From an optimization exercise on the open Yosys and OpenROAD flow, aimed at small area and a short achievable clock period; shortcuts taken in it are not production practice.
Only simulation tests tie the RTL to the original design; equivalence was not proved.

`config.mk`:
```
export PLATFORM = sky130hd
export DESIGN_NAME = thresholding
export DESIGN_NICKNAME = thresholding
export VERILOG_FILES = /design/flow/design.v
export SDC_FILE = /design/flow/constraint.sdc
export NUM_CORES = 4
export LEC_CHECK = 0
export CAP_MARGIN = 20
export CORE_MARGIN = 2
export CORE_UTILIZATION = 40
export CTS_BUF_LIST = sky130_fd_sc_hd__clkbuf_8
export SLEW_MARGIN = 20
```
`constraint.sdc`:
```
create_clock -name core_clock -period 14.0 [get_ports {clk}]
set_input_delay 2.8000 -clock core_clock [delete_from_list [all_inputs] [get_ports {clk}]]
set_output_delay 2.8000 -clock core_clock [all_outputs]
set_load 0.01 [all_outputs]
```
`design.v`:
```
module thresholding(
    input wire clk, reset, enable,
    input wire signed [11 : 0] sig,
    output wire signed [11 : 0] y,
    output reg done,
    output reg [11 : 0] id
    );
localparam W = 13;
function lt_const11(input [10 : 0] a, input [10 : 0] k);
    integer i;
    reg r;
    begin
        r = 1'b0;
        for (i = 0; i < 11; i = i + 1)
            r = k[i] ? (~a[i] | r) : (~a[i] & r);
        lt_const11 = r;
    end
endfunction
function le_const16(input [15 : 0] a, input [15 : 0] k);
    integer i;
    reg r;
    begin
        r = 1'b1;
        for (i = 0; i < 16; i = i + 1)
            r = k[i] ? (~a[i] | r) : (~a[i] & r);
        le_const16 = r;
    end
endfunction
function [11 : 0] add_const12(input [11 : 0] a, input [11 : 0] k);
    integer i, j, m;
    reg c, t;
    begin
        for (i = 0; i < 12; i = i + 1) begin
            c = 1'b0;
            for (j = 0; j < i; j = j + 1) begin
                if (k[j]) begin
                    t = 1'b1;
                    for (m = i - 1; m > j; m = m - 1)
                        if (!k[m]) t = t & a[m];
                    t = t & a[j];
                    c = c | t;
                end
            end
            add_const12[i] = a[i] ^ k[i] ^ c;
        end
    end
endfunction
reg [11 : 0] dn [0 : W - 1];          
reg [16 : 0] nl;                      
reg [11 : 0] x13;                     
reg first;                            
reg [7 : 0] grp;                      
wire idle = ~id[11] & (&id[10 : 0]);
wire working = ~idle;
reg [11 : 0] id_inc;
reg id_c;
integer k;
always @* begin
    id_c = 1'b1;
    for (k = 0; k < 12; k = k + 1) begin
        id_inc[k] = id[k] ^ id_c;
        id_c = id_c & id[k];
    end
end
wire [11 : 0] x = add_const12(sig, 12'd3138);                
wire wrapx = sig[11] & lt_const11(sig[10 : 0], 11'd958);      
wire [11 : 0] spl = {~sig[11], sig[10 : 0]};                  
wire [16 : 0] n = nl + {{5{x13[11]}}, x13} + {{5{dn[0][11]}}, dn[0]} + 17'd1;    
wire f0 = ~n[16] | le_const16(n[15 : 0], 16'd25366);          
wire fw = ~n[16] & ~((&n[15 : 8]) & ~le_const16({8'd0, n[7 : 0]}, 16'd90));    
wire late = ~id[11] & ((|id[10 : 4]) | (id[3] & id[2]));
wire valid = ~first | late;
wire [11 : 0] x12 = (valid & ~reset) ? ~dn[W - 1] : 12'd0;
function [33 : 0] csa(input [11 : 0] sl, input [16 : 0] nn, input f);
    reg [16 : 0] r0, r2, r3, s1, l2b, s2, c2;
    reg [17 : 0] c1;
    begin
        r0 = {5'd0, sl};
        r2 = {3'd0, sl, 2'b00};
        r3 = {2'd0, sl, f, 2'b00};            
        s1 = r0 ^ r2 ^ r3;
        c1 = {(r0 & r2) | (r0 & r3) | (r2 & r3), 1'b0};
        l2b = {c1[16 : 3], f, f, f};          
        s2 = s1 ^ l2b ^ nn;
        c2 = {(s1[15 : 0] & l2b[15 : 0]) | (s1[15 : 0] & nn[15 : 0]) | (l2b[15 : 0] & nn[15 : 0]), 1'b0};
        csa = {s2, c2};
    end
endfunction
function [1 : 0] grp4(input [3 : 0] g, input [3 : 0] p);
    begin
        grp4[1] = g[3] | (p[3] & (g[2] | (p[2] & (g[1] | (p[1] & g[0])))));
        grp4[0] = &p;
    end
endfunction
function [2 : 0] low_grp(input [7 : 0] a, input [7 : 0] b, input cin);
    reg [7 : 0] g, p;
    reg [1 : 0] q0, q1;
    begin
        g = a & b;
        p = a ^ b;
        q0 = grp4({g[3 : 1], g[0] | (p[0] & cin)}, p[3 : 0]);
        q1 = grp4(g[7 : 4], p[7 : 4]);
        low_grp = {q0[1], q1};
    end
endfunction
function [2 : 0] top_grp(input [4 : 0] a, input [4 : 0] b, input [4 : 0] k);
    reg [4 : 0] ta, tb;
    reg [1 : 0] q;
    begin
        ta = a ^ b ^ k;
        tb = {(a[3 : 0] & b[3 : 0]) | (a[3 : 0] & k[3 : 0]) | (b[3 : 0] & k[3 : 0]), 1'b0};
        q = grp4(ta[3 : 0] & tb[3 : 0], ta[3 : 0] ^ tb[3 : 0]);
        top_grp = {ta[4] ^ tb[4], q};
    end
endfunction
wire [33 : 0] cs0 = csa(spl, n, 1'b0);
wire [33 : 0] cs1 = csa(spl, n, 1'b1);
wire [16 : 0] s2 = cs0[33 : 17];
wire [16 : 0] c2 = cs0[16 : 0];
wire [2 : 0] lo0 = low_grp(cs0[24 : 17], cs0[7 : 0], 1'b0);
wire [2 : 0] lo1 = low_grp(cs1[24 : 17], cs1[7 : 0], 1'b1);
wire [1 : 0] mid = grp4(s2[11 : 8] & c2[11 : 8], s2[11 : 8] ^ c2[11 : 8]);
wire [2 : 0] top0 = top_grp(s2[16 : 12], c2[16 : 12], 5'd0);
wire [2 : 0] top1 = top_grp(s2[16 : 12], c2[16 : 12], 5'd13);
wire [2 : 0] top2 = top_grp(s2[16 : 12], c2[16 : 12], 5'd26);
wire [2 : 0] top = (wrapx & fw) ? top2 : (wrapx | fw) ? top1 : top0;
wire [2 : 0] lo = f0 ? lo1 : lo0;
wire c16 = grp[6] | (grp[5] & (grp[4] | (grp[3] & (grp[2] | (grp[1] & grp[0])))));
wire [11 : 0] y_c0 = grp[7] ? 12'd0 : ~dn[0];
wire [11 : 0] y_c1 = grp[7] ? ~dn[0] : 12'd0;
assign y = c16 ? y_c1 : y_c0;
integer j;
always @(posedge clk) begin
    if (working) begin
        for (j = 1; j < W; j = j + 1)
            dn[j] <= dn[j - 1];
    end
    if (reset)
        dn[0] <= 12'hfff;
    else if (working)
        dn[0] <= ~x;
    if (reset | working)
        x13 <= x12;
    if (reset) begin
        nl <= 17'd90902;
        first <= 1'b1;
        done <= 1'b0;
        id <= 12'd2047;
    end else begin
        done <= working;
        if (working) begin
            id <= id_inc;
            nl <= n;
            if (late)
                first <= 1'b0;
        end else begin
            id <= {enable, 11'h7ff};
        end
    end
    grp <= {top, mid, lo[1 : 0], lo[2]};
end
endmodule
```
`flow/run.sh`:
```
#!/bin/bash
set -euo pipefail
bash standard.sh "BUFFER_PORTS_ARGS=-buffer_cell sky130_fd_sc_hd__buf_2" SETUP_SLACK_MARGIN=9.5 finish > standard.log 2>&1
```
`standard.sh`:
```
#!/bin/bash
# synth_recipe.tcl (not shown) runs the flow's synth.tcl, then flattens the netlist and writes it again
# the make line also repeats each setting of config.mk as NAME=value (left out here)
make -C /OpenROAD-flow-scripts/flow DESIGN_CONFIG=/design/flow/config.mk WORK_HOME=/design/flow/orfs CLKGATE_MAP_FILE= SYNTH_SCRIPT=/design/flow/synth_recipe.tcl "${@:-finish}"
```
==> out/results.ini, run 1 <==
[placed_design]
io_buffers = 39
dpl.hpwl_mm = 11.4
place.gp.congestion = 0.852
dp_cells = 1055
pre_cts_ws_ns = 8.86

[die]
ioPinCount = 40
core_mm2 = 0.0235
rows = 56
die_y_um = 159
die_w_um = 159
start_util = 0.407
dieArea_mm2 = 0.0251

[worst_setup_path]
r2r_cells = 16
arrival_ns = 2.02
r2r_slack_ns = 9.72
crit_chain = a21o_1, a21o_1, a21oi_4, xnor2_4, buf_4, buf_6, nor2_4, buf_6
r2r_start = dn[0][1]$_SDFFE_PP1N_
max_stage_delay_ns = 0.30
cp_max_fo = 5
crit_required_ns = 11.20
critPathBufInv = 3
critPathCaptureType = output port
start_kind = flop
crit_type = flop to output port
cpMaxStageDelayCell = dfxtp_1
r2r-end = grp[6]$_DFF_P_
critPathTopFamily = compound AO/OA/AOI/OAI gates

[synth]
syn_avg_cell_area_um2 = 13.5
synth_cell_types = 61
synth-simple-area-share = 0.0846
async_reset_ff_frac = 0
synth.area.top_cells = edfxtp_1, dfxtp_1, ha_1
synth_compound_area_frac = 0.0808
muxShareOfSynthArea = 0.00851
synth-edff-count = 156
yosys.area.top_type = edfxtp_1
synth_cells = 710
synthXorXnorAreaFrac = 0.0237
synth_nets = 835
seq_area_frac_synth = 0.597
synth_top_family_by_area = adder cells
synth-seq-cells = 207
synth-warning-count = 2
yosysMostFrequentCell = edfxtp_1
synth.top_cell.area_share = 0.490
synth_ff_type = edfxtp_1
syn_area_mm2 = 0.00956
synth_common_cells = edfxtp_1, ha_1, inv_1
synthAdderAreaFrac = 0.172

[worst_hold_path]
hp-class = flop to flop
hp-start = dn[7][11]$_DFFE_PN_
hold_path_depth = 0
hold_end = dn[8][11]$_DFFE_PN_

[status]
status = timing/DRC/antenna clean

[sta]
holdWs_ns = 0.401
setup_tns_ns = 0
fin_crit_sh = 0.344
rsz0062_at_grt = yes
hold_viol = 0
tightestPinTransition_ns = 0.770
skew_ns = 0.0466
slew_viol_final = 0
setup_violations = 0
fmax_ghz = 0.207
finalWorstSetupSlack_ns = 9.18
relSlewSlack = 0.487
fin_crit_ns = 4.82

[global_route]
grt_antenna_before_repair = 0
grt_pass1_vias = 5398
grt_use_total = 0.145
grt.overflow.total = 0
grt_pass1_wl_mm = 28.2
grt_max_degree = 91

[detailed_routing]
vias_per_cell = 4.83
routed_wl_mm = 17.2
vias = 5440
wl_per_cell_um = 15.3
initialDrtViolationCount = 238
dr.pass1.iters = 4
drc = 0
ant_nets = 0

[clock_network]
cts.htree.levels = 2
cts_buffers = 35
cts.path.max_buffers = 3
holdBufCountCts = 0
clock_sinks = 207
clk_latency_ns = 0.54
path_clk_slew_ns = 0.06
cts_tree = done
root_buffer = clkbuf_8

[cells_and_area]
nFillCells = 2102
multi_input_area_mm2 = 0.00371
diodes = 0
register_area_mm2 = 0.00571
layout.nets = 908
drive_gt1_frac = 0.177
synthToLayoutAreaGrowth_pct = 16.6
instances_no_fill = 1126

[job]
maxCapViolations = 0

[flip-flops by register name (all words and copies together) (netlist names)]
register  cells
first         1
done          1
grp           8
x13          12
id           12
dn          156
nl           17
[kinds of logic (layout without fill, tap and decap cells)]
| kind of cell | Yosys count | in the layout |
|---|---|---|
| AND/OR/NAND/NOR | 167 | 167 |
| XOR/XNOR | 25 | 25 |
| multiplexers | 8 | 8 |
| AO/OA/AOI/OAI | 109 | 109 |
| adder cells (fa/ha/maj) | 110 | 110 |
| buffers and inverters | 84 | 181 |
| flip-flops | 207 | 207 |
[cell type report]
type	count	share of cell area
well taps	319	0.0358
flip-flops and latches	207	0.512
clock buffers	39	0.0482
repair buffers	52	0.0328
multi-input cells	419	0.332
clock inverters	22	0.0143
inverters	68	0.0247
[metrics by stage]
step	utilization	instance area (um^2)
final	0.475	11100
after detailed placement	0.434	10200
after floorplan	-	9640
after CTS	0.467	11000
after global routing	0.475	11100
after global placement	0.434	10200
[what timing repair did]
item,4_1_cts,5_1_grt
setup endpoints to repair,13,14
pin swaps,3,8
gates resized for setup,14,26
buffers inserted,2,6
cloned,1,0
[layer usage]
metal	up-vias	wire length, um	global-route usage
met4	0	386	0.0532
met1	2635	8140	0.198
met5	-	0	0
met3	36	856	0.0338
li1	2676	-	-
met2	93	7800	0.227
[worst max-delay path by stage]
stage              startpoint  cells after the start  slack (ns)              to
6_report       grp[1]$_DFF_P_                      8        9.18            y[0]
4_1_cts        grp[1]$_DFF_P_                      7        9.15            y[8]
5_1_grt        grp[1]$_DFF_P_                      7        9.07            y[7]
3_5_place_dp           sig[8]                     14        8.86  grp[6]$_DFF_P_
2_1_floorplan          sig[8]                     13        9.19  grp[6]$_DFF_P_
3_3_place_gp           sig[8]                     14        8.87  grp[6]$_DFF_P_
[placed cells by master, fill, tap and decap left out, types with 30 or more instances in the layout]
cell      instances
a21oi_1          30
buf_2            34
clkbuf_8         39
dfxtp_1          51
edfxtp_1        156
fa_1             34
ha_1             69
inv_1            71
nand2_1          41
nor2_1           57
==> run 2: changes to the inputs <==
==> flow/run.sh (replaced) <==
#!/bin/bash
set -euo pipefail
bash standard.sh "BUFFER_PORTS_ARGS=-buffer_cell sky130_fd_sc_hd__buf_2" SETUP_SLACK_MARGIN=9.3 finish > standard.log 2>&1
==> run 2 against run 1 <==
Routed wire length shrank 0.41%. Register-to-register slack lost 0.03 ns. Clock skew shrank 0.028 ns. Sequential share of layout area grew 0.57 points. Count of clock-buffer cells in the layout grew 5. Critical path type unchanged. Largest cell class unchanged. Highest routed layer unchanged.
==> out/results.ini, run 2 <==
[worst_setup_path]
crit_type = flop to output port
critPathCaptureType = output port
max_stage_delay_ns = 0.30  ; about the same
cpMaxStageDelayCell = dfxtp_1
critPathBufInv = 2  ; -1
crit_chain = a21o_1, a21o_1, a21oi_4, xnor2_4, buf_8, nor2_4, buf_2
r2r_slack_ns = 9.69  ; -0.03 ns
start_kind = flop
crit_required_ns = 11.20  ; about the same
cp_max_fo = 5  ; unchanged
arrival_ns = 1.94  ; -0.08 ns
path_common_cell = a21o_1
critPathTopFamily = compound AO/OA/AOI/OAI gates

[cells_and_area]
largest_reg_flops = 156  ; unchanged
fin_util = 0.470  ; -0.00528
instances_no_fill = 1123  ; -0.27%
reg.largest.list = dn (156), nl (17)
multi_input_area_mm2 = 0.00364  ; -1.7%
nFillCells = 2102  ; unchanged
max_flop_register = dn
layout.nets = 901  ; -0.77%
drive_gt1_frac = 0.160  ; -0.0168
final_cell_mix = edfxtp_1, inv_1, ha_1
diodes = 0  ; unchanged
layout_commonest_cell = edfxtp_1
synthToLayoutAreaGrowth_pct = 15.3
register_area_mm2 = 0.00571  ; unchanged

[detailed_routing]
vias_per_cell = 4.87  ; +0.88%
dr.pass1.iters = 4  ; unchanged
routed_wl_mm = 17.1  ; -0.41%
wl_per_cell_um = 15.2  ; -0.14%
ant_nets = 0  ; unchanged
initialDrtViolationCount = 298  ; +25%
vias = 5473  ; +0.61%
drc = 0  ; unchanged

[clock_network]
root_buffer = clkbuf_8
cts_tree = done
holdBufCountCts = 0  ; unchanged
path_clk_slew_ns = 0.06  ; about the same
clock_sinks = 207  ; unchanged
cts.htree.levels = 2  ; unchanged
cts_buffers = 36  ; +2.9%
clk_latency_ns = 0.52  ; -0.02 ns
cts.path.max_buffers = 3  ; unchanged

[synth]
synth.area.top_cells = edfxtp_1, dfxtp_1, ha_1
synth_common_cells = edfxtp_1, ha_1, inv_1
seq_area_frac_synth = 0.597  ; unchanged
synth_ff_type = edfxtp_1
synth-edff-count = 156  ; unchanged
yosys.area.top_type = edfxtp_1
synth-warning-count = 2  ; unchanged
synth.top_cell.area_share = 0.490  ; unchanged
synth-seq-cells = 207  ; unchanged
synth_nets = 835  ; unchanged
async_reset_ff_frac = 0  ; unchanged
syn_avg_cell_area_um2 = 13.5  ; unchanged
synth_cell_types = 61  ; unchanged
yosysMostFrequentCell = edfxtp_1
synth_cells = 710  ; unchanged
syn_area_mm2 = 0.00956  ; unchanged

[die]
ioPinCount = 40  ; unchanged
start_util = 0.407  ; unchanged
die_y_um = 159  ; unchanged
core_mm2 = 0.0235  ; unchanged
rows = 56  ; unchanged
dieArea_mm2 = 0.0251  ; unchanged
die_w_um = 159  ; unchanged

[placed_design]
io_buffers = 39  ; unchanged
dpl.hpwl_mm = 11.3  ; -0.61%
dp_cells = 1055  ; unchanged
place.gp.congestion = 0.787  ; -7.7%

[sta]
fmax_ghz = 0.211  ; +1.6%
skew_ns = 0.0190  ; -0.0276 ns
setup_violations = 0  ; unchanged
fin_crit_ns = 4.74  ; -0.0780 ns
holdWs_ns = 0.414  ; +0.0127 ns
fin_crit_sh = 0.339  ; -0.00557
tightestPinTransition_ns = 0.988  ; +0.218 ns
setup_tns_ns = 0  ; unchanged
slew_viol_final = 0  ; unchanged
relSlewSlack = 0.341  ; -0.145
rsz0062_at_grt = yes
hold_viol = 0  ; unchanged

[global_route]
grt_antenna_before_repair = 0  ; unchanged
grt_max_degree = 85  ; -6.6%
grt_pass1_vias = 5359  ; -0.72%
grt_pass1_wl_mm = 27.9  ; -1.1%
grt_use_total = 0.144  ; -0.00108
grt.overflow.total = 0  ; unchanged

[job]
maxCapViolations = 0  ; unchanged

[worst_hold_path]
hp-class = flop to flop

[status]
status = timing/DRC/antenna clean

## run 2: layer usage
| layer | part of all wire | vias up | wire, um | GRT usage |
|---|---|---|---|---|
| met2 | 0.46 | 80 | 7880 | 0.231 |
| met4 | 0.020 | 0 | 340 | 0.0450 |
| li1 | - | 2671 | - | - |
| met3 | 0.038 | 29 | 643 | 0.0318 |
| met1 | 0.48 | 2693 | 8250 | 0.196 |
| met5 | 0 | - | 0 | 0 |
## run 2: area by class of cell
cell class,instances,share of cell area
inverter,68,0.0241
clock inverter,22,0.0132
clock buffer,44,0.0549
sequential,207,0.518
multi-input combinational,419,0.331
timing repair buffer,44,0.0235
tap,319,0.0362
## run 2: what timing repair did
action,CTS,global route
pin swaps,5,8
gates resized for setup,17,12
endpoints found under the setup margin,12,13
setup buffers,1,0
cloned,1,0
## run 2: per-stage QoR
stage          setup WS (ns)  instance area (um^2)
5_1_grt                 9.17                 11000
3_5_place_dp            8.85                 10200
6_report                9.26                 11000
2_1_floorplan           9.16                  9600
4_1_cts                 9.21                 11000
3_3_place_gp            8.89                 10200
## run 2: worst paths after layout
check | start | to | cells past startpoint
hold reg to reg | dn[4][3]$_DFFE_PN_ | dn[5][3]$_DFFE_PN_ | 0
setup / recovery | grp[0]$_DFF_P_ | y[2] | 7
hold / removal | dn[4][3]$_DFFE_PN_ | dn[5][3]$_DFFE_PN_ | 0
setup reg to reg | dn[0][2]$_SDFFE_PP1N_ | grp[6]$_DFF_P_ | 17
## run 2: cells by family (layout without fill, tap and decap cells)
| logic type | after synthesis | in the layout | synth area share |
|---|---|---|---|
| simple gates | 167 | 167 | 0.0846 |
| fa+ha+maj | 110 | 110 | 0.172 |
| xor+xnor | 25 | 25 | 0.0237 |
| flops | 207 | 207 | 0.597 |
| mux | 8 | 8 | 0.00851 |
| compound gates | 109 | 109 | 0.0808 |
| buf+inv | 84 | 178 | 0.0331 |
## run 2: worst register-to-register path: cells and delay by family (launching register included)
kind | cells | cell delay (ns)
compound gates | 6 | 1.00
mux | 1 | 0.12
simple gates | 5 | 0.76
fa+ha+maj | 5 | 1.86
flops | 1 | 0.45
==> run 3: changes to the inputs <==
--- a/config.mk
+++ b/config.mk
@@ -10,3 +10,5 @@
 export CORE_UTILIZATION = 40
 export CTS_BUF_LIST = sky130_fd_sc_hd__clkbuf_8
+export CTS_CLUSTER_DIAMETER = 50
+export CTS_CLUSTER_SIZE = 16
 export SLEW_MARGIN = 20
==> run 3 against run 2 <==
Still clean. Sequential share of layout area grew 0.81 points. Fmax is 0.67% lower. Final area fell by 1.5%. Highest routed layer unchanged.
==> out/results.ini, run 3 <==
[die]
ioPinCount = 40  ; unchanged
dieArea_mm2 = 0.0251  ; unchanged
die_y_um = 159  ; unchanged
core_mm2 = 0.0235  ; unchanged
die_w_um = 159  ; unchanged
rows = 56  ; unchanged
start_util = 0.407  ; unchanged

[synth]
async_reset_ff_frac = 0  ; unchanged
synth.area.top_cells = edfxtp_1, dfxtp_1, ha_1
syn_avg_cell_area_um2 = 13.5  ; unchanged
synth-seq-cells = 207  ; unchanged
synth-edff-count = 156  ; unchanged
synth_nets = 835  ; unchanged
synth_ff_type = edfxtp_1
yosysMostFrequentCell = edfxtp_1
yosys.area.top_type = edfxtp_1
syn_area_mm2 = 0.00956  ; unchanged
synth-warning-count = 2  ; unchanged
synth_cells = 710  ; unchanged
synth_common_cells = edfxtp_1, ha_1, inv_1
synth.top_cell.area_share = 0.490  ; unchanged
seq_area_frac_synth = 0.597  ; unchanged
synth_cell_types = 61  ; unchanged

[status]
status = timing/DRC/antenna clean

[worst_setup_path]
crit_type = flop to output port
r2r_slack_ns = 9.71  ; +0.02 ns
crit_chain = a21o_1, a21o_1, a21oi_4, xnor2_4, buf_8, nor2_4, buf_2
r2r_cells = 17  ; unchanged
r2r-end = grp[6]$_DFF_P_
critPathBufInv = 2  ; unchanged
arrival_ns = 1.97  ; +0.03 ns
max_stage_delay_ns = 0.31  ; about the same
critPathTopFamily = compound AO/OA/AOI/OAI gates
cp_max_fo = 5  ; unchanged
path_common_cell = a21o_1
start_kind = flop
critPathCaptureType = output port
crit_required_ns = 11.20  ; about the same
cpMaxStageDelayCell = dfxtp_1
r2r_start = dn[0][2]$_SDFFE_PP1N_

[cells_and_area]
largest_reg_flops = 156  ; unchanged
diodes = 0  ; unchanged
reg.largest.list = dn (156), nl (17)
max_flop_register = dn
layout.nets = 888  ; -1.4%
drive_gt1_frac = 0.150  ; -0.0103
nFillCells = 2125  ; +1.1%
synthToLayoutAreaGrowth_pct = 13.6
final_cell_mix = edfxtp_1, ha_1, inv_1
layout_commonest_cell = edfxtp_1

[placed_design]
place.gp.congestion = 0.787  ; unchanged
io_buffers = 39  ; unchanged
pre_cts_ws_ns = 8.85  ; unchanged
dpl.hpwl_mm = 11.3  ; unchanged

[detailed_routing]
dr_wl_met3_um = 671  ; +4.4%
drt-met1-wl_mm = 7.96  ; -3.4%
wl_met2_mm = 7.78  ; -1.3%
dr.pass1.iters = 4  ; unchanged
drc = 0  ; unchanged
wl_per_cell_um = 15.2  ; about the same
vias = 5370  ; -1.9%
initialDrtViolationCount = 333  ; +12%
top_layer = met4
vias_per_cell = 4.89  ; +0.35%
ant_nets = 0  ; unchanged
routed_wl_mm = 16.7  ; -2.2%

[sta]
hold_viol = 0  ; unchanged
setup_tns_ns = 0  ; unchanged
skew_ns = 0.0355  ; +0.0165 ns
fmax_ghz = 0.210  ; -0.67%
relSlewSlack = 0.342  ; +0.000966
finalWorstSetupSlack_ns = 9.23  ; -0.0318 ns
fin_crit_sh = 0.341  ; +0.00227
rsz0062_at_grt = yes
tightestPinTransition_ns = 0.986  ; -0.00145 ns
fin_crit_ns = 4.77  ; +0.0318 ns
setup_violations = 0  ; unchanged
slew_viol_final = 0  ; unchanged

[worst_hold_path]
hold_path_depth = 1  ; +1
hp-class = flop to flop
hp-start = id[0]$_SDFF_PP1_
hold_end = id[0]$_SDFF_PP1_

[global_route]
grt_use_total = 0.140  ; -0.00395
grt.overflow.total = 0  ; unchanged
grt_antenna_before_repair = 0  ; unchanged
grt_pass1_wl_mm = 27.5  ; -1.4%
grt_max_degree = 85  ; unchanged
grt_pass1_vias = 5268  ; -1.7%

[clock_network]
clk_latency_ns = 0.54  ; +0.02 ns
cts_buffers = 23  ; -36%
path_clk_slew_ns = 0.09  ; +0.03 ns
cts_tree = done
root_buffer = clkbuf_8
cts.path.max_buffers = 3  ; unchanged
clock_sinks = 207  ; unchanged
cts.htree.levels = 1  ; -1
holdBufCountCts = 0  ; unchanged

[job]
maxCapViolations = 0  ; unchanged

## run 3: cell counts after synthesis
Identical to the previous run, type by type.
## run 3: cell type report
| cell class | instances | area, um^2 | area share |
|---|---|---|---|
| flip-flops and latches | 207 | 5710 | 0.526 |
| multi-input cells | 419 | 3650 | 0.336 |
| well taps | 319 | 399 | 0.0368 |
| clock buffers | 24 | 330 | 0.0304 |
| inverters | 68 | 263 | 0.0242 |
| repair buffers | 44 | 255 | 0.0235 |
| clock inverters | 17 | 251 | 0.0232 |
## run 3: worst max-delay path by stage
stage          cells after the start             end           start  slack (ns)
3_3_place_gp                      14  grp[6]$_DFF_P_          sig[8]        8.89
4_1_cts                            7            y[5]  grp[0]$_DFF_P_        9.18
2_1_floorplan                     13  grp[6]$_DFF_P_          sig[8]        9.16
3_5_place_dp                      15  grp[6]$_DFF_P_         sig[10]        8.85
6_report                           7            y[2]  grp[0]$_DFF_P_        9.23
5_1_grt                            7            y[2]  grp[0]$_DFF_P_        9.13
## run 3: what timing repair did
action,4_1_cts,5_1_grt
pin swaps,5,7
endpoints found under the setup margin,12,13
gates resized for setup,17,11
gates cloned,1,0
buffers inserted,1,0
## run 3: routing by layer
layer,global-route usage,up-vias
li1,-,2637
met1,0.197,2633
met2,0.228,74
met3,0.0218,26
met4,0.0365,0
met5,0,-
## run 3: cell families (layout without fill, tap and decap cells)
group / Yosys count / after routing / share of synthesized area
DFF: 207 / 207 / 0.597
xor gates and xnor gates: 25 / 25 / 0.0237
AOI/OAI and AO/OA: 109 / 109 / 0.0808
muxes: 8 / 8 / 0.00851
and+or+nand+nor: 167 / 167 / 0.0846
adders and majority gates: 110 / 110 / 0.172
buffers and inverters: 84 / 153 / 0.0331
## run 3: stage by stage
stage | area (um^2) | utilization | hold WS, ns | std cells
final | 10900 | 0.462 | 0.407 | 1098
after global routing | 10900 | 0.462 | 0.410 | 1098
after CTS | 10800 | 0.461 | 0.407 | 1098
after detailed placement | 10200 | 0.433 | 0.395 | 1055
after global placement | 10200 | 0.433 | 0.390 | 1055
after floorplan | 9600 | - | 0.400 | 710
==> run 4: changes to the inputs <==
--- a/config.mk
+++ b/config.mk
@@ -6,9 +6,10 @@
 export NUM_CORES = 4
 export LEC_CHECK = 0
+export ABC_AREA = 1
 export CAP_MARGIN = 20
 export CORE_MARGIN = 2
 export CORE_UTILIZATION = 40
 export CTS_BUF_LIST = sky130_fd_sc_hd__clkbuf_8
-export CTS_CLUSTER_DIAMETER = 50
-export CTS_CLUSTER_SIZE = 16
+export CTS_CLUSTER_DIAMETER = 60
+export CTS_CLUSTER_SIZE = 20
 export SLEW_MARGIN = 20
==> run 4 against run 3 <==
Final cell count up 12%. Sequential share of layout area about the same. Global-route usage grew 0.52 points. Fmax decreased by 2.3%. Area after synthesis increased by 2.4%.
==> out/results.ini, run 4 <==
[detailed_routing]
ant_nets = 0  ; unchanged
wl_per_cell_um = 14.5  ; -5.1%
initialDrtViolationCount = 322  ; -3.3%
routed_wl_mm = 17.8  ; +6.3%
vias_per_cell = 4.66  ; -4.8%
drc = 0  ; unchanged
vias = 5721  ; +6.5%
dr.pass1.iters = 5  ; +1

[synth]
yosysMostFrequentCell = edfxtp_1
synth_common_cells = edfxtp_1, inv_1, nand2_1
synth-edff-count = 156  ; unchanged
synth_cells = 838  ; +18%
seq_area_frac_synth = 0.583  ; -0.0137
synth.area.top_cells = edfxtp_1, dfxtp_1, ha_1
syn_area_mm2 = 0.00978  ; +2.4%
synth.top_cell.area_share = 0.479  ; -0.0113
synth-seq-cells = 207  ; unchanged
synth_nets = 963  ; +15%
syn_avg_cell_area_um2 = 11.7  ; -13%
synth_ff_type = edfxtp_1
synth-warning-count = 2  ; unchanged
async_reset_ff_frac = 0  ; unchanged
synth_cell_types = 44  ; -28%
yosys.area.top_type = edfxtp_1

[worst_setup_path]
cpMaxStageDelayCell = dfxtp_1
max_stage_delay_ns = 0.32  ; about the same
start_kind = flop
critPathCaptureType = output port
cp_max_fo = 9  ; +4
path_common_cell = nor2_1
arrival_ns = 2.09  ; +0.12 ns
crit_type = flop to output port
crit_required_ns = 11.20  ; about the same
crit_chain = a21oi_2, nor2_1, o21ai_1, nand2_1, xnor2_2, clkinvlp_4, buf_12, buf_4, nor2_1, buf_2

[placed_design]
place_area_mm2 = 0.0104  ; +2.7%
io_buffers = 39  ; unchanged
dpl.hpwl_mm = 12.7  ; +12%
place.gp.congestion = 0.850  ; +8.0%

[cells_and_area]
synthToLayoutAreaGrowth_pct = 11.0
nFillCells = 2252  ; +6.0%
largest_reg_flops = 156  ; unchanged
layout.nets = 1020  ; +15%
diodes = 0  ; unchanged
final_cell_mix = edfxtp_1, inv_1, nand2_1
final_area_mm2 = 0.0109  ; about the same
layout_commonest_cell = edfxtp_1
drive_gt1_frac = 0.141  ; -0.00876
reg.largest.list = dn (156), nl (17)
max_flop_register = dn

[status]
status = timing/DRC/antenna clean

[sta]
setup_violations = 0  ; unchanged
fmax_ghz = 0.205  ; -2.3%
hold_viol = 0  ; unchanged
slew_viol_final = 0  ; unchanged
fin_crit_sh = 0.349  ; +0.00802
setup_tns_ns = 0  ; unchanged
rsz0062_at_grt = yes
tightestPinTransition_ns = 0.985  ; -0.00138 ns
fin_crit_ns = 4.89  ; +0.112 ns
skew_ns = 0.0272  ; -0.00825 ns
relSlewSlack = 0.343  ; +0.000918

[global_route]
grt_pass1_wl_mm = 29.8  ; +8.2%
grt_antenna_before_repair = 0  ; unchanged
grt.overflow.total = 0  ; unchanged
grt_max_degree = 82  ; -3.5%
grt_pass1_vias = 5655  ; +7.3%
grt_use_total = 0.145  ; +0.00521

[clock_network]
cts.path.max_buffers = 3  ; unchanged
cts.htree.levels = 1  ; unchanged
cts_tree = done
clk_latency_ns = 0.53  ; about the same
cts_buffers = 17  ; -26%
root_buffer = clkbuf_8
holdBufCountCts = 0  ; unchanged
path_clk_slew_ns = 0.11  ; +0.02 ns
clock_sinks = 207  ; unchanged

[die]
dieArea_mm2 = 0.0257  ; +2.3%
die_y_um = 160  ; +1.1%
core_mm2 = 0.0242  ; +3.0%
die_w_um = 160  ; +1.1%
rows = 57  ; +1.8%
start_util = 0.405  ; -0.00255
ioPinCount = 40  ; unchanged

[job]
maxCapViolations = 0  ; unchanged

[worst_hold_path]
hp-class = flop to flop

[run 4: kinds of logic (layout without fill, tap and decap cells)]
logic type / Yosys count / after routing / share of synthesized area
flip-flops: 207 / 207 / 0.583
AND/OR/NAND/NOR: 275 / 275 / 0.128
XOR/XNOR: 13 / 13 / 0.0132
buffers and inverters: 156 / 223 / 0.0600
AO/OA/AOI/OAI: 77 / 77 / 0.0473
adder cells (fa/ha/maj): 110 / 110 / 0.168
[run 4: worst paths after layout]
check	startpoint	endpoint	slack (ns)	cells past startpoint
worst max-delay path	grp[1]$_DFF_P_	y[11]	9.11	10
worst min-delay path	dn[8][9]$_DFFE_PN_	dn[9][9]$_DFFE_PN_	0.42	0
worst max register to register	dn[0][0]$_SDFFE_PP1N_	grp[6]$_DFF_P_	10.06	24
worst min register to register	dn[8][9]$_DFFE_PN_	dn[9][9]$_DFFE_PN_	0.42	0
[run 4: final cells by class]
cell class	count	area, um^2	share of cell area
clock buffer	19	262	0.0241
clock inverter	10	97.6	0.00899
inverter	148	559	0.0515
multi-input combinational	475	3550	0.327
sequential	207	5710	0.525
tap	324	405	0.0373
timing repair buffer	46	279	0.0257
[run 4: routing by layer]
metal | routed length, um | track usage
met1 | 8640 | 0.209
met2 | 8050 | 0.232
met3 | 677 | 0.0217
met4 | 413 | 0.0397
met5 | 0 | 0
[run 4: repair_timing]
item / 4_1_cts / 5_1_grt
pin swaps: 2 / 2
gates resized for setup: 7 / 1
setup buffers: 3 / 0
setup endpoints to repair: 12 / 12
[run 4: metrics by stage]
stage | hold WS [ns] | utilization | worst slack [ns] | cells
floorplan | 0.400 | - | 9.30 | 838
global placement | 0.394 | 0.431 | 9.02 | 1197
detailed placement | 0.400 | 0.431 | 8.96 | 1197
CTS | 0.425 | 0.449 | 9.05 | 1229
global route | 0.438 | 0.449 | 8.93 | 1229
finish | 0.423 | 0.449 | 9.11 | 1229
[run 4: worst max-delay path: cells and delay by family (launching register included)]
family	cells	cell delay, ns
buffers and inverters	4	0.59
flip-flops	1	0.32
AO/OA/AOI/OAI	2	0.25
AND/OR/NAND/NOR	3	0.22
XOR/XNOR	1	0.19
==> run 5: changes to the inputs <==
--- a/config.mk
+++ b/config.mk
@@ -6,10 +6,10 @@
 export NUM_CORES = 4
 export LEC_CHECK = 0
-export ABC_AREA = 1
 export CAP_MARGIN = 20
 export CORE_MARGIN = 2
-export CORE_UTILIZATION = 40
+export CORE_UTILIZATION = 55
 export CTS_BUF_LIST = sky130_fd_sc_hd__clkbuf_8
 export CTS_CLUSTER_DIAMETER = 60
 export CTS_CLUSTER_SIZE = 20
+export PLACE_DENSITY = 0.8
 export SLEW_MARGIN = 20
==> run 5 against run 4 <==
Non-clock buffer count shrank 2. Global-route usage grew 4.1 points. Flip-flop and latch count is the same. Area after synthesis shrank 2.3%. Routed wire length shrank 6.4%. Clock skew grew 0.0057 ns. Count of clock-buffer cells in the layout shrank 1. Critical path depth shrank 3. Worst hold slack lost 0.016 ns. Final area shrank 3.3%. Largest cell class unchanged.
==> out/results.ini, run 5 <==
[status]
status = timing/DRC/antenna clean

[synth]
yosysMostFrequentCell = edfxtp_1
synth.area.top_cells = edfxtp_1, dfxtp_1, ha_1
synth_cell_types = 61  ; +39%
synth_cells = 710  ; -15%
synth.top_cell.area_share = 0.490  ; +0.0113
synth-edff-count = 156  ; unchanged
synth_nets = 835  ; -13%
async_reset_ff_frac = 0  ; unchanged
synth-seq-cells = 207  ; unchanged
syn_avg_cell_area_um2 = 13.5  ; +15%
synth_ff_type = edfxtp_1
synth_common_cells = edfxtp_1, ha_1, inv_1
syn_area_mm2 = 0.00956  ; -2.3%
yosys.area.top_type = edfxtp_1
synth-warning-count = 2  ; unchanged
seq_area_frac_synth = 0.597  ; +0.0137

[sta]
setup_violations = 0  ; unchanged
skew_ns = 0.0329  ; +0.00568 ns
fin_crit_ns = 4.77  ; -0.120 ns
setup_tns_ns = 0  ; unchanged
rsz0062_at_grt = yes
relSlewSlack = 0.392  ; +0.0487
fmax_ghz = 0.210  ; +2.5%
slew_viol_final = 0  ; unchanged
hold_viol = 0  ; unchanged
finalWorstSetupSlack_ns = 9.23  ; +0.120 ns
fin_crit_sh = 0.340  ; -0.00857
tightestPinTransition_ns = 0.912  ; -0.0731 ns

[clock_network]
root_buffer = clkbuf_8
cts.htree.levels = 1  ; unchanged
clock_sinks = 207  ; unchanged
cts.path.max_buffers = 3  ; unchanged
cts_buffers = 16  ; -1
clk_latency_ns = 0.52  ; about the same
cts_tree = done
path_clk_slew_ns = 0.12  ; about the same
holdBufCountCts = 0  ; unchanged

[job]
maxCapViolations = 0  ; unchanged

[cells_and_area]
final_cell_mix = edfxtp_1, ha_1, inv_1
synthToLayoutAreaGrowth_pct = 9.86
multi_input_area_mm2 = 0.00365  ; +2.7%
max_flop_register = dn
instances_no_fill = 991  ; -19%
layout_commonest_cell = edfxtp_1
diodes = 0  ; unchanged
reg.largest.list = dn (156), nl (17)
register_area_mm2 = 0.00571  ; unchanged
drive_gt1_frac = 0.131  ; -0.0109
nFillCells = 1321  ; -41%
largest_reg_flops = 156  ; unchanged
layout.nets = 881  ; -14%

[die]
die_y_um = 136  ; -15%
ioPinCount = 40  ; unchanged
start_util = 0.558  ; +0.154
core_mm2 = 0.0171  ; -29%
rows = 48  ; -16%
dieArea_mm2 = 0.0184  ; -28%
die_w_um = 136  ; -15%

[global_route]
grt_pass1_wl_mm = 27.0  ; -9.3%
grt_pass1_vias = 5539  ; -2.1%
grt_antenna_before_repair = 0  ; unchanged
grt_use_total = 0.187  ; +0.0412
grt.overflow.total = 0  ; unchanged
met2_usage = 0.312  ; +0.0801
busiest_layer = met2
use_met1 = 0.253  ; +0.0445
grt_max_degree = 111  ; +35%
grt_util_met3 = 0.0324  ; +0.0107

[worst_setup_path]
arrival_ns = 1.97  ; -0.12 ns
cp_max_fo = 5  ; -4
crit_required_ns = 11.20  ; about the same
start_kind = flop
crit_type = flop to output port
critPathCaptureType = output port

[detailed_routing]
vias = 5480  ; -4.2%
routed_wl_mm = 16.6  ; -6.4%
dr.pass1.iters = 5  ; unchanged
drc = 0  ; unchanged
vias_per_cell = 5.53  ; +19%
initialDrtViolationCount = 248  ; -23%
wl_per_cell_um = 16.8  ; +16%
ant_nets = 0  ; unchanged

[placed_design]
dpl.hpwl_mm = 11.6  ; -8.8%
place.gp.congestion = 0.921  ; +8.3%
pre_cts_ws_ns = 8.81  ; -0.152 ns
io_buffers = 39  ; unchanged
dp_cells = 961  ; -20%

[worst_hold_path]
hp-class = flop to flop

## run 5: cell count changes after synthesis, sizes merged, moves of 7 or more
cell and delta:
clkbuf +7, or2 -11, inv -79, xor2 +7, nand4 -7, nand2b +10
nor2 +9, mux2i +7, nand2 -103, or3 +11, o22ai -14, a211o +10
nand3 -43
## run 5: final timing paths
kind / cells past startpoint / startpoint / to / slack, ns
min reg2reg: 0 / dn[11][10]$_DFFE_PN_ / dn[12][10]$_DFFE_PN_ / 0.41
min: 0 / dn[11][10]$_DFFE_PN_ / dn[12][10]$_DFFE_PN_ / 0.41
max: 7 / grp[1]$_DFF_P_ / y[6] / 9.23
max reg2reg: 16 / dn[0][7]$_SDFFE_PP1N_ / grp[6]$_DFF_P_ / 9.71
## run 5: cells by family (layout without fill, tap and decap cells)
group | Yosys count | in the layout | synth area share
adder cells (fa/ha/maj) | 110 | 110 | 0.172
AND/OR/NAND/NOR | 167 | 167 | 0.0846
XOR/XNOR | 25 | 25 | 0.0237
multiplexers | 8 | 8 | 0.00851
buffers and inverters | 84 | 140 | 0.0331
flip-flops | 207 | 207 | 0.597
AO/OA/AOI/OAI | 109 | 109 | 0.0808
## run 5: layout make-up
| type | count | share of cell area |
|---|---|---|
| multi-input combinational | 419 | 0.348 |
| sequential | 207 | 0.543 |
| tap | 225 | 0.0268 |
| clock buffer | 18 | 0.0236 |
| timing repair buffer | 44 | 0.0260 |
| inverter | 68 | 0.0253 |
| clock inverter | 10 | 0.00727 |
## run 5: repair_timing
action	in CTS	in global routing
setup buffers	1	0
resized for setup	8	23
cloned	1	0
pin swaps	3	9
endpoints found under the setup margin	12	14
hold endpoints to repair	0	0
## run 5: worst max-delay path, cell delays in order, from the launching register on
cell and delay [ns]:
dfxtp_1 0.32, a21o_1 0.18, a21o_1 0.18, a21oi_4 0.17
xnor2_4 0.20, buf_6 0.20, nor2_1 0.05, buf_2 0.15
## run 5: stage by stage
step / util / cell area, um^2 / hold slack, ns
CTS: 0.608 / 10400 / 0.414
floorplan: - / 9600 / 0.400
detailed placement: 0.586 / 10000 / 0.390
global placement: 0.586 / 10000 / 0.383
finish: 0.613 / 10500 / 0.408
global route: 0.613 / 10500 / 0.417
## run 5: layer usage
layer,part of all wire,routed length [um]
met5,0,0
met4,0.024,404
met3,0.053,880
met2,0.49,8140
met1,0.43,7230
==> run 6: changes to the inputs <==
--- a/config.mk
+++ b/config.mk
@@ -8,8 +8,7 @@
 export CAP_MARGIN = 20
 export CORE_MARGIN = 2
-export CORE_UTILIZATION = 55
+export CORE_UTILIZATION = 40
 export CTS_BUF_LIST = sky130_fd_sc_hd__clkbuf_8
 export CTS_CLUSTER_DIAMETER = 60
 export CTS_CLUSTER_SIZE = 20
-export PLACE_DENSITY = 0.8
 export SLEW_MARGIN = 20
==> run 6 against run 5 <==
Area after synthesis did not move. Routed wire length fell by 0.25%. Sequential share of layout area fell by 0.63 points. Non-clock buffer count did not move. Highest routed layer unchanged. Critical path depth did not move. Register-to-register slack barely moved. Clock skew fell by 0.0085 ns. Flip-flop and latch count did not move. Fmax rose by 0.20%. Final cell count rose by 9.6%.
==> out/results.ini, run 6 <==
[cells_and_area]
reg.largest.list = dn (156), nl (17)
largest_reg_flops = 156  ; unchanged
layout.nets = 882  ; +0.11%
drive_gt1_frac = 0.133  ; +0.00244
layout_commonest_cell = edfxtp_1
max_flop_register = dn
final_cell_mix = edfxtp_1, ha_1, inv_1
register_area_mm2 = 0.00571  ; unchanged
nFillCells = 2144  ; +62%
synthToLayoutAreaGrowth_pct = 11.1
diodes = 0  ; unchanged
multi_input_area_mm2 = 0.00364  ; -0.17%

[detailed_routing]
ant_nets = 0  ; unchanged
routed_wl_mm = 16.6  ; -0.25%
dr.pass1.iters = 4  ; -1
initialDrtViolationCount = 299  ; +21%
drc = 0  ; unchanged
vias_per_cell = 4.92  ; -11%
vias = 5348  ; -2.4%
wl_per_cell_um = 15.3  ; -9.0%

[die]
dieArea_mm2 = 0.0251  ; +36%
die_w_um = 159  ; +17%
core_mm2 = 0.0235  ; +37%
ioPinCount = 40  ; unchanged
rows = 56  ; +17%
die_y_um = 159  ; +17%
start_util = 0.407  ; -0.151

[synth]
async_reset_ff_frac = 0  ; unchanged
synth_top_family_by_area = adder cells
synth-simple-area-share = 0.0846  ; unchanged
synth_common_cells = edfxtp_1, ha_1, inv_1
seq_area_frac_synth = 0.597  ; unchanged
synth_cell_types = 61  ; unchanged
syn_avg_cell_area_um2 = 13.5  ; unchanged
synth.area.top_cells = edfxtp_1, dfxtp_1, ha_1
synth.top_cell.area_share = 0.490  ; unchanged
synth_compound_area_frac = 0.0808  ; unchanged
syn_area_mm2 = 0.00956  ; unchanged
synth_ff_type = edfxtp_1
synth-warning-count = 2  ; unchanged
yosysMostFrequentCell = edfxtp_1
synthAdderAreaFrac = 0.172  ; unchanged
synthXorXnorAreaFrac = 0.0237  ; unchanged
synth-seq-cells = 207  ; unchanged
synth_nets = 835  ; unchanged
yosys.area.top_type = edfxtp_1
synth-edff-count = 156  ; unchanged
synth_cells = 710  ; unchanged
muxShareOfSynthArea = 0.00851  ; unchanged

[worst_setup_path]
critPathCaptureType = output port
critPathLaunch = grp[0]$_DFF_P_
r2r-end = grp[6]$_DFF_P_
cp_max_fo = 5  ; unchanged
cpMaxStageDelayCell = dfxtp_1
crit_type = flop to output port
endpoint = y[2]
r2r_slack_ns = 9.70  ; about the same
crit_required_ns = 11.20  ; about the same
path_common_cell = a21o_1
crit_chain = a21o_1, a21o_1, a21oi_4, xnor2_4, buf_8, nor2_4, buf_2
r2r_start = dn[0][2]$_SDFFE_PP1N_
arrival_ns = 1.96  ; about the same
r2r_cells = 17  ; +1
max_stage_delay_ns = 0.31  ; about the same
start_kind = flop

[sta]
tightestPinTransition_ns = 0.980  ; +0.0678 ns
rsz0062_at_grt = yes
fin_crit_sh = 0.340  ; -0.000696
setup_tns_ns = 0  ; unchanged
fin_crit_ns = 4.76  ; -0.00974 ns
slew_viol_final = 0  ; unchanged
relSlewSlack = 0.347  ; -0.0452
setup_violations = 0  ; unchanged
skew_ns = 0.0244  ; -0.00851 ns
fmax_ghz = 0.210  ; +0.20%
hold_viol = 0  ; unchanged

[global_route]
grt_max_degree = 85  ; -23%
grt_use_total = 0.139  ; -0.0475
grt_antenna_before_repair = 0  ; unchanged
grt_pass1_vias = 5121  ; -7.5%
grt_pass1_wl_mm = 27.1  ; +0.59%
grt.overflow.total = 0  ; unchanged

[clock_network]
clock_sinks = 207  ; unchanged
cts.htree.levels = 1  ; unchanged
path_clk_slew_ns = 0.11  ; about the same
clk_latency_ns = 0.52  ; about the same
cts.path.max_buffers = 3  ; unchanged
root_buffer = clkbuf_8
cts_buffers = 17  ; +1
holdBufCountCts = 0  ; unchanged
cts_tree = done

[status]
status = timing/DRC/antenna clean

[placed_design]
dpl.hpwl_mm = 11.3  ; -2.5%
io_buffers = 39  ; unchanged
place.gp.congestion = 0.787  ; -15%

[job]
maxCapViolations = 0  ; unchanged

[worst_hold_path]
hp-class = flop to flop

==> run 6: cell count changes in the layout (fill, tap and decap cells not counted), sizes merged <==
cell | previous run | this run
clkinv | 0 | 2
clkinvlp | 1 | 0
==> run 6: kinds of logic (layout without fill, tap and decap cells) <==
kind of cell / Yosys count / after routing
muxes: 8 / 8
DFF: 207 / 207
buffers and inverters: 84 / 141
adders and majority gates: 110 / 110
AOI/OAI and AO/OA: 109 / 109
xor gates and xnor gates: 25 / 25
and+or+nand+nor: 167 / 167
==> run 6: worst min-delay path by stage <==
stage / from / cells past startpoint / to / slack, ns
2_1_floorplan: dn[9][0]$_DFFE_PN_ / 0 / dn[10][0]$_DFFE_PN_ / 0.40
3_3_place_gp: id[0]$_SDFF_PP1_ / 1 / id[0]$_SDFF_PP1_ / 0.39
3_5_place_dp: id[0]$_SDFF_PP1_ / 1 / id[0]$_SDFF_PP1_ / 0.39
4_1_cts: dn[9][11]$_DFFE_PN_ / 0 / dn[10][11]$_DFFE_PN_ / 0.41
5_1_grt: dn[9][11]$_DFFE_PN_ / 0 / dn[10][11]$_DFFE_PN_ / 0.40
6_report: dn[9][11]$_DFFE_PN_ / 0 / dn[10][11]$_DFFE_PN_ / 0.41
==> run 6: final cells by class <==
type	count	share of cell area
Clock buffer	18	0.0233
Sequential cell	207	0.537
Tap cell	319	0.0376
Inverter	68	0.0247
Timing Repair Buffer	44	0.0244
Multi-Input combinational cell	419	0.343
Clock inverter	11	0.00978
==> run 6: critical path, delay by kind of cell, from the launching register on <==
kind,cells,cell delay (ns)
flops,1,0.31
xor+xnor,1,0.18
buf+inv,2,0.33
compound gates,3,0.56
simple gates,1,0.05
==> run 6: stage by stage <==
stage               utilization  setup WS, ns  instances  hold slack [ns]  cell area, um^2
CTS                       0.451          9.20       1086            0.408            10600
finish                    0.453          9.24       1086            0.414            10600
detailed placement        0.433          8.85       1055            0.395            10200
global placement          0.433          8.89       1055            0.390            10200
global route              0.453          9.16       1086            0.404            10600
floorplan                     -          9.16        710            0.400             9600
==> run 6: repair_timing <==
item                       4_1_cts  5_1_grt
buffers inserted                 1        0
hold endpoints to repair         0        0
gates cloned                     1        0
pin swaps                        5        8
setup endpoints to repair       12       13
gates resized for setup         17       11
==> run 6: routing by layer <==
layer  vias up  global-route usage  wire, um
met3        29              0.0191       461
li1       2613                   -         -
met2        70               0.223      7590
met1      2636               0.199      8140
met4         0              0.0386       412
met5         -                   0         0
==> run 7: changes to the inputs <==
==> flow/run.sh (replaced) <==
#!/bin/bash
set -euo pipefail
bash standard.sh "BUFFER_PORTS_ARGS=-buffer_cell sky130_fd_sc_hd__buf_2" SETUP_SLACK_MARGIN=9.0 finish > standard.log 2>&1
==> run 7 against run 6 <==
Synthesized cell count is the same. Area after synthesis is the same. Critical path depth stayed put. Via count fell by 1.3%. Count of clock-buffer cells in the layout rose by 1. Worst setup slack got worse by 0.086 ns. Routed wire length shrank 0.23%. Largest cell class unchanged.
==> out/results.ini, run 7 <==
[sta]
setup_violations = 0  ; unchanged
relSlewSlack = 0.355  ; +0.00803
slew_viol_final = 0  ; unchanged
fin_crit_sh = 0.346  ; +0.00612
finalWorstSetupSlack_ns = 9.16  ; -0.0856 ns
tightestPinTransition_ns = 0.968  ; -0.0120 ns
setup_tns_ns = 0  ; unchanged
hold_viol = 0  ; unchanged
rsz0062_at_grt = no
fmax_ghz = 0.207  ; -1.8%
skew_ns = 0.0275  ; +0.00310 ns
fin_crit_ns = 4.84  ; +0.0856 ns

[cells_and_area]
drive_gt1_frac = 0.107  ; -0.0259
layout.nets = 880  ; -0.23%
largest_reg_flops = 156  ; unchanged
reg.largest.list = dn (156), nl (17)
nFillCells = 2172  ; +1.3%
final_area_mm2 = 0.0105  ; -1.2%
max_flop_register = dn
diodes = 0  ; unchanged
layout_commonest_cell = edfxtp_1
synthToLayoutAreaGrowth_pct = 9.85
fin_util = 0.447  ; -0.00528
final_cell_mix = edfxtp_1, ha_1, inv_1

[synth]
synth-edff-count = 156  ; unchanged
synth.area.top_cells = edfxtp_1, dfxtp_1, ha_1
yosysMostFrequentCell = edfxtp_1
synth_ff_type = edfxtp_1
seq_area_frac_synth = 0.597  ; unchanged
synthXorXnorAreaFrac = 0.0237  ; unchanged
synth-warning-count = 2  ; unchanged
muxShareOfSynthArea = 0.00851  ; unchanged
synth-seq-cells = 207  ; unchanged
synthAdderAreaFrac = 0.172  ; unchanged
syn_area_mm2 = 0.00956  ; unchanged
synth-simple-area-share = 0.0846  ; unchanged
synth_top_family_by_area = adder cells
synth_compound_area_frac = 0.0808  ; unchanged
yosys.area.top_type = edfxtp_1
synth.top_cell.area_share = 0.490  ; unchanged
synth_cells = 710  ; unchanged
async_reset_ff_frac = 0  ; unchanged
syn_avg_cell_area_um2 = 13.5  ; unchanged
synth_nets = 835  ; unchanged
synth_cell_types = 61  ; unchanged
synth_common_cells = edfxtp_1, ha_1, inv_1

[global_route]
grt_pass1_wl_mm = 27.0  ; -0.71%
grt_util_met3 = 0.0196  ; +0.000544
grt_antenna_before_repair = 0  ; unchanged
grt.overflow.total = 0  ; unchanged
use_met1 = 0.199  ; -0.000535
busiest_layer = met2
grt_max_degree = 89  ; +4.7%
grt_use_total = 0.137  ; -0.00207
grt_pass1_vias = 5190  ; +1.3%
met2_usage = 0.216  ; -0.00722

[status]
status = timing/DRC/antenna clean

[die]
dieArea_mm2 = 0.0251  ; unchanged
start_util = 0.407  ; unchanged
ioPinCount = 40  ; unchanged
die_w_um = 159  ; unchanged
core_mm2 = 0.0235  ; unchanged
rows = 56  ; unchanged
die_y_um = 159  ; unchanged

[worst_setup_path]
crit_required_ns = 11.20  ; about the same
max_stage_delay_ns = 0.31  ; about the same
r2r_start = x13[1]$_SDFFCE_PN0P_
critPathCaptureType = output port
arrival_ns = 2.04  ; +0.08 ns
path_common_cell = a21o_1
cp_max_fo = 9  ; +4
r2r_slack_ns = 9.49  ; -0.21 ns
start_kind = flop
r2r_cells = 17  ; unchanged
crit_chain = a21o_1, a21o_1, a21oi_2, xnor2_2, buf_6, nor2_1, buf_2
crit_type = flop to output port
r2r-end = grp[6]$_DFF_P_
cpMaxStageDelayCell = dfxtp_1

[placed_design]
dpl.hpwl_mm = 11.5  ; +1.5%
place.gp.congestion = 0.807  ; +2.6%
place_area_mm2 = 0.0101  ; -0.34%
pre_cts_ws_ns = 8.68  ; -0.165 ns
io_buffers = 39  ; unchanged

[detailed_routing]
initialDrtViolationCount = 362  ; +21%
ant_nets = 0  ; unchanged
wl_per_cell_um = 15.3  ; -0.14%
vias = 5277  ; -1.3%
dr.pass1.iters = 4  ; unchanged
vias_per_cell = 4.86  ; -1.2%
routed_wl_mm = 16.6  ; -0.23%
drc = 0  ; unchanged

[worst_hold_path]
hp-class = flop to flop
hold_end = dn[6][11]$_DFFE_PN_
hold_path_depth = 0  ; unchanged
hp-start = dn[5][11]$_DFFE_PN_

[clock_network]
root_buffer = clkbuf_8
cts.htree.levels = 1  ; unchanged
clock_sinks = 207  ; unchanged
clk_latency_ns = 0.53  ; about the same
cts_buffers = 17  ; unchanged
cts_setup_buffers = 0  ; -1
path_clk_slew_ns = 0.11  ; about the same
cts.path.max_buffers = 3  ; unchanged
cts_tree = done

[job]
maxCapViolations = 0  ; unchanged

==> run 7: cell count changes in the layout (fill, tap and decap cells not counted), moves of 3 or more <==
cell	before	now
inv_1	66	72
ha_1	70	74
ha_4	3	0
inv_2	5	0
buf_2	36	39
nor2_2	4	0
nor2_1	57	63
==> run 7: how the worst max path moves through the flow <==
stage / endpoint / from / cells past startpoint / slack [ns]
after floorplan: grp[6]$_DFF_P_ / sig[8] / 13 / 9.02
after global placement: grp[6]$_DFF_P_ / sig[8] / 14 / 8.70
after detailed placement: grp[6]$_DFF_P_ / sig[8] / 14 / 8.68
after CTS: y[5] / grp[1]$_DFF_P_ / 7 / 9.02
after global routing: grp[6]$_DFF_P_ / sig[10] / 15 / 9.01
final: y[5] / grp[1]$_DFF_P_ / 7 / 9.16
==> run 7: final cells by class <==
| cell class | count | area (um^2) | area share |
|---|---|---|---|
| Multi-Input combinational cell | 419 | 3550 | 0.338 |
| Clock buffer | 19 | 262 | 0.0249 |
| Sequential cell | 207 | 5710 | 0.544 |
| Clock inverter | 11 | 103 | 0.00977 |
| Tap cell | 319 | 399 | 0.0380 |
| Inverter | 68 | 260 | 0.0248 |
| Timing Repair Buffer | 42 | 221 | 0.0211 |
==> run 7: kinds of logic (layout without fill, tap and decap cells) <==
| kind of cell | Yosys count | in the layout |
|---|---|---|
| DFF | 207 | 207 |
| and+or+nand+nor | 167 | 167 |
| adders and majority gates | 110 | 110 |
| AOI/OAI and AO/OA | 109 | 109 |
| buffers and inverters | 84 | 140 |
| xor gates and xnor gates | 25 | 25 |
| muxes | 8 | 8 |
==> run 7: through the flow <==
stage | hold slack (ns) | std cells
floorplan | 0.400 | 710
global placement | 0.392 | 1055
detailed placement | 0.404 | 1055
CTS | 0.404 | 1085
global route | 0.420 | 1085
finish | 0.405 | 1085
==> run 7: per-layer routing <==
metal | wire, um | vias up | part of all wire
met2 | 7360 | 65 | 0.44
met3 | 451 | 27 | 0.027
met4 | 437 | 0 | 0.026
li1 | - | 2611 | -
met5 | 0 | - | 0
met1 | 8320 | 2574 | 0.50
==> run 7: critical path, delay by kind of cell (launching register included) <==
kind / cells / cell delay (ns)
compound gates: 3 / 0.55
xor+xnor: 1 / 0.23
buf+inv: 2 / 0.38
flops: 1 / 0.31
simple gates: 1 / 0.06
==> run 7: timing repair <==
item	CTS	global route
endpoints found under the setup margin	9	9
hold buffers	0	0
resized for setup	2	1
==> run 8: changes to the inputs <==
==> flow/run.sh (replaced) <==
#!/bin/bash
set -euo pipefail
bash standard.sh "BUFFER_PORTS_ARGS=-buffer_cell sky130_fd_sc_hd__buf_2" SETUP_SLACK_MARGIN=9.6 finish > standard.log 2>&1
==> run 8 against run 7 <==
Still clean on timing, DRC and antenna. Utilization increased by 1.9 points. First-iteration DRC count decreased by 15%. Flip-flop and latch count unchanged. Fmax increased by 1.0%. Count of clock-buffer cells in the layout unchanged. Critical endpoint is now y[8]. Largest cell class unchanged.
==> out/results.ini, run 8 <==
[sta]
hold_viol = 0  ; unchanged
tightestPinTransition_ns = 0.940  ; -0.0282 ns
relSlewSlack = 0.374  ; +0.0188
holdWs_ns = 0.404  ; -0.00103 ns
setup_violations = 0  ; unchanged
rsz0062_at_grt = yes
finalWorstSetupSlack_ns = 9.21  ; +0.0495 ns
fmax_ghz = 0.209  ; +1.0%
skew_ns = 0.0268  ; -0.000718 ns
slew_viol_final = 0  ; unchanged
setup_tns_ns = 0  ; unchanged
fin_crit_sh = 0.342  ; -0.00354
fin_crit_ns = 4.79  ; -0.0495 ns

[cells_and_area]
diodes = 0  ; unchanged
layout.nets = 891  ; +1.3%
final_cell_mix = edfxtp_1, ha_1, inv_1, nor2_1, dfxtp_1
multi_input_area_mm2 = 0.00377  ; +6.3%
layout_commonest_cell = edfxtp_1
largest_reg_flops = 156  ; unchanged
drive_gt1_frac = 0.176  ; +0.0688
nFillCells = 2118  ; -2.5%
register_area_mm2 = 0.00571  ; about the same
reg.largest.list = dn (156), nl (17)
instances_no_fill = 1098  ; +1.2%
synthToLayoutAreaGrowth_pct = 14.5
max_flop_register = dn
fin_util = 0.466  ; +0.0188

[die]
ioPinCount = 40  ; unchanged
core_mm2 = 0.0235  ; unchanged
start_util = 0.407  ; unchanged
die_y_um = 159  ; unchanged
dieArea_mm2 = 0.0251  ; unchanged
die_w_um = 159  ; unchanged
rows = 56  ; unchanged

[global_route]
grt_max_degree = 89  ; unchanged
grt_antenna_before_repair = 0  ; unchanged
grt.overflow.total = 0  ; unchanged
grt_pass1_vias = 5163  ; -0.52%
grt_pass1_wl_mm = 27.6  ; +2.3%
grt_use_total = 0.141  ; +0.00403

[synth]
synth_ff_type = edfxtp_1
synth_cell_types = 61  ; unchanged
yosys.area.top_type = edfxtp_1
syn_area_mm2 = 0.00956  ; unchanged
synth-warning-count = 2  ; unchanged
synth.top_cell.area_share = 0.490  ; unchanged
synth-seq-cells = 207  ; unchanged
synth_common_cells = edfxtp_1, ha_1, inv_1
yosysMostFrequentCell = edfxtp_1
syn_avg_cell_area_um2 = 13.5  ; unchanged
synth.area.top_cells = edfxtp_1, dfxtp_1, ha_1
async_reset_ff_frac = 0  ; unchanged
synth-edff-count = 156  ; unchanged
synth_cells = 710  ; unchanged
synth_nets = 835  ; unchanged
seq_area_frac_synth = 0.597  ; unchanged

[placed_design]
dpl.hpwl_mm = 11.4  ; -0.33%
pre_cts_ws_ns = 8.86  ; +0.174 ns
dp_cells = 1055  ; unchanged
place.gp.congestion = 0.838  ; +3.7%
io_buffers = 39  ; unchanged

[worst_setup_path]
start_kind = flop
crit_type = flop to output port
arrival_ns = 1.99  ; -0.05 ns
crit_required_ns = 11.20  ; about the same
cp_max_fo = 5  ; -4
critPathCaptureType = output port

[detailed_routing]
initialDrtViolationCount = 308  ; -15%
vias = 5418  ; +2.7%
drc = 0  ; unchanged
vias_per_cell = 4.93  ; +1.5%
dr.pass1.iters = 4  ; unchanged
wl_per_cell_um = 15.6  ; +1.9%
routed_wl_mm = 17.1  ; +3.1%
ant_nets = 0  ; unchanged

[clock_network]
cts.htree.levels = 1  ; unchanged
path_clk_slew_ns = 0.12  ; about the same
cts_buffers = 19  ; +2
root_buffer = clkbuf_8
cts.path.max_buffers = 3  ; unchanged
cts_tree = done
clock_sinks = 207  ; unchanged
clk_latency_ns = 0.54  ; about the same
holdBufCountCts = 0  ; unchanged

[worst_hold_path]
hp-class = flop to flop

[job]
maxCapViolations = 0  ; unchanged

[status]
status = timing/DRC/antenna clean

-- run 8: repair_timing --
item                       CTS  global route
cloned                       1             0
buffers inserted             4             4
pin swaps                   13             9
resized for setup           32            20
hold endpoints to repair     0             0
setup endpoints to repair   14            15
-- run 8: metal layers --
| layer | up-vias | share of wire | global-route usage | wire length (um) |
|---|---|---|---|---|
| met5 | - | 0 | 0 | 0 |
| met4 | 0 | 0.015 | 0.0322 | 258 |
| met3 | 24 | 0.047 | 0.0234 | 798 |
| met2 | 89 | 0.46 | 0.222 | 7860 |
| met1 | 2664 | 0.48 | 0.206 | 8170 |
| li1 | 2641 | - | - | - |
-- run 8: through the flow --
| stage | cell area (um^2) |
|---|---|
| floorplan | 9640 |
| global placement | 10200 |
| detailed placement | 10200 |
| CTS | 10800 |
| global route | 10900 |
| finish | 10900 |
-- run 8: kinds of logic (layout without fill, tap and decap cells) --
logic type	count (synthesis)	count (layout)	synth area share
flops	207	207	0.597
simple gates	167	167	0.0846
fa+ha+maj	110	110	0.172
compound gates	109	109	0.0808
buf+inv	84	153	0.0331
xor+xnor	25	25	0.0237
mux	8	8	0.00851
-- run 8: path summary, 6_finish.rpt --
path	cells past startpoint	to	start	slack [ns]
min	0	dn[7][3]$_DFFE_PN_	dn[6][3]$_DFFE_PN_	0.40
max	7	y[8]	grp[1]$_DFF_P_	9.21
min reg2reg	0	dn[7][3]$_DFFE_PN_	dn[6][3]$_DFFE_PN_	0.40
max reg2reg	16	grp[6]$_DFF_P_	x13[7]$_SDFFCE_PN0P_	9.77
-- run 8: worst max-delay path, stage by stage, from the launching register on --
cell and delay (ns):
dfxtp_1 0.31, a21o_1 0.17, a21o_1 0.18, a21oi_4 0.19, xnor2_4 0.21, buf_6 0.20
nor2_1 0.05, buf_2 0.15
-- run 8: final cells by class --
type	instances	share of cell area
tap	319	0.0365
multi-input combinational	419	0.345
clock buffer	19	0.0239
timing repair buffer	51	0.0313
clock inverter	15	0.0165
sequential	207	0.522
inverter	68	0.0249

[re-timing with driven ports]
How much do the figures lean on ideal ports? The routed layouts below were timed once more, with nothing changed but the port constraints. Step 1 sets driving cells, clkbuf_16 on the clock port and buf_2 on the other inputs (assumed; they add their load-dependent delay and slew). Step 2 adds t to the input delays and takes it off the output delays; t is the mean of the earliest and latest rising clock arrival at the registers after step 1. Input paths then give back, and output paths get back, about the clock's delay inside the block. Three values: ideal ports, drivers, drivers and shift; two values: the first two.
run	t (ns)	setup WS [ns]	slew at the worst register clock pin (ns)
run 1	0.560	9.181 / 9.138 / 8.941	0.07 / 0.07
run 2	0.542	9.259 / 9.220 / 8.854	0.06 / 0.06
run 3	0.557	9.227 / 9.189 / 8.836	0.09 / 0.09
run 4	0.556	9.115 / 9.070 / 8.952	0.12 / 0.12
run 5	0.534	9.234 / 9.202 / 8.842	0.12 / 0.12
run 6	0.548	9.244 / 9.203 / 8.858	0.12 / 0.12
run 7	0.556	9.159 / 9.116 / 8.646	0.12 / 0.12
run 8	0.570	9.208 / 9.168 / 8.975	0.12 / 0.12
After both steps setup and hold are still met in every run listed. The setup slack of run 7, which loses most, moves by -0.043 ns with the drivers and by -0.513 ns with both steps.
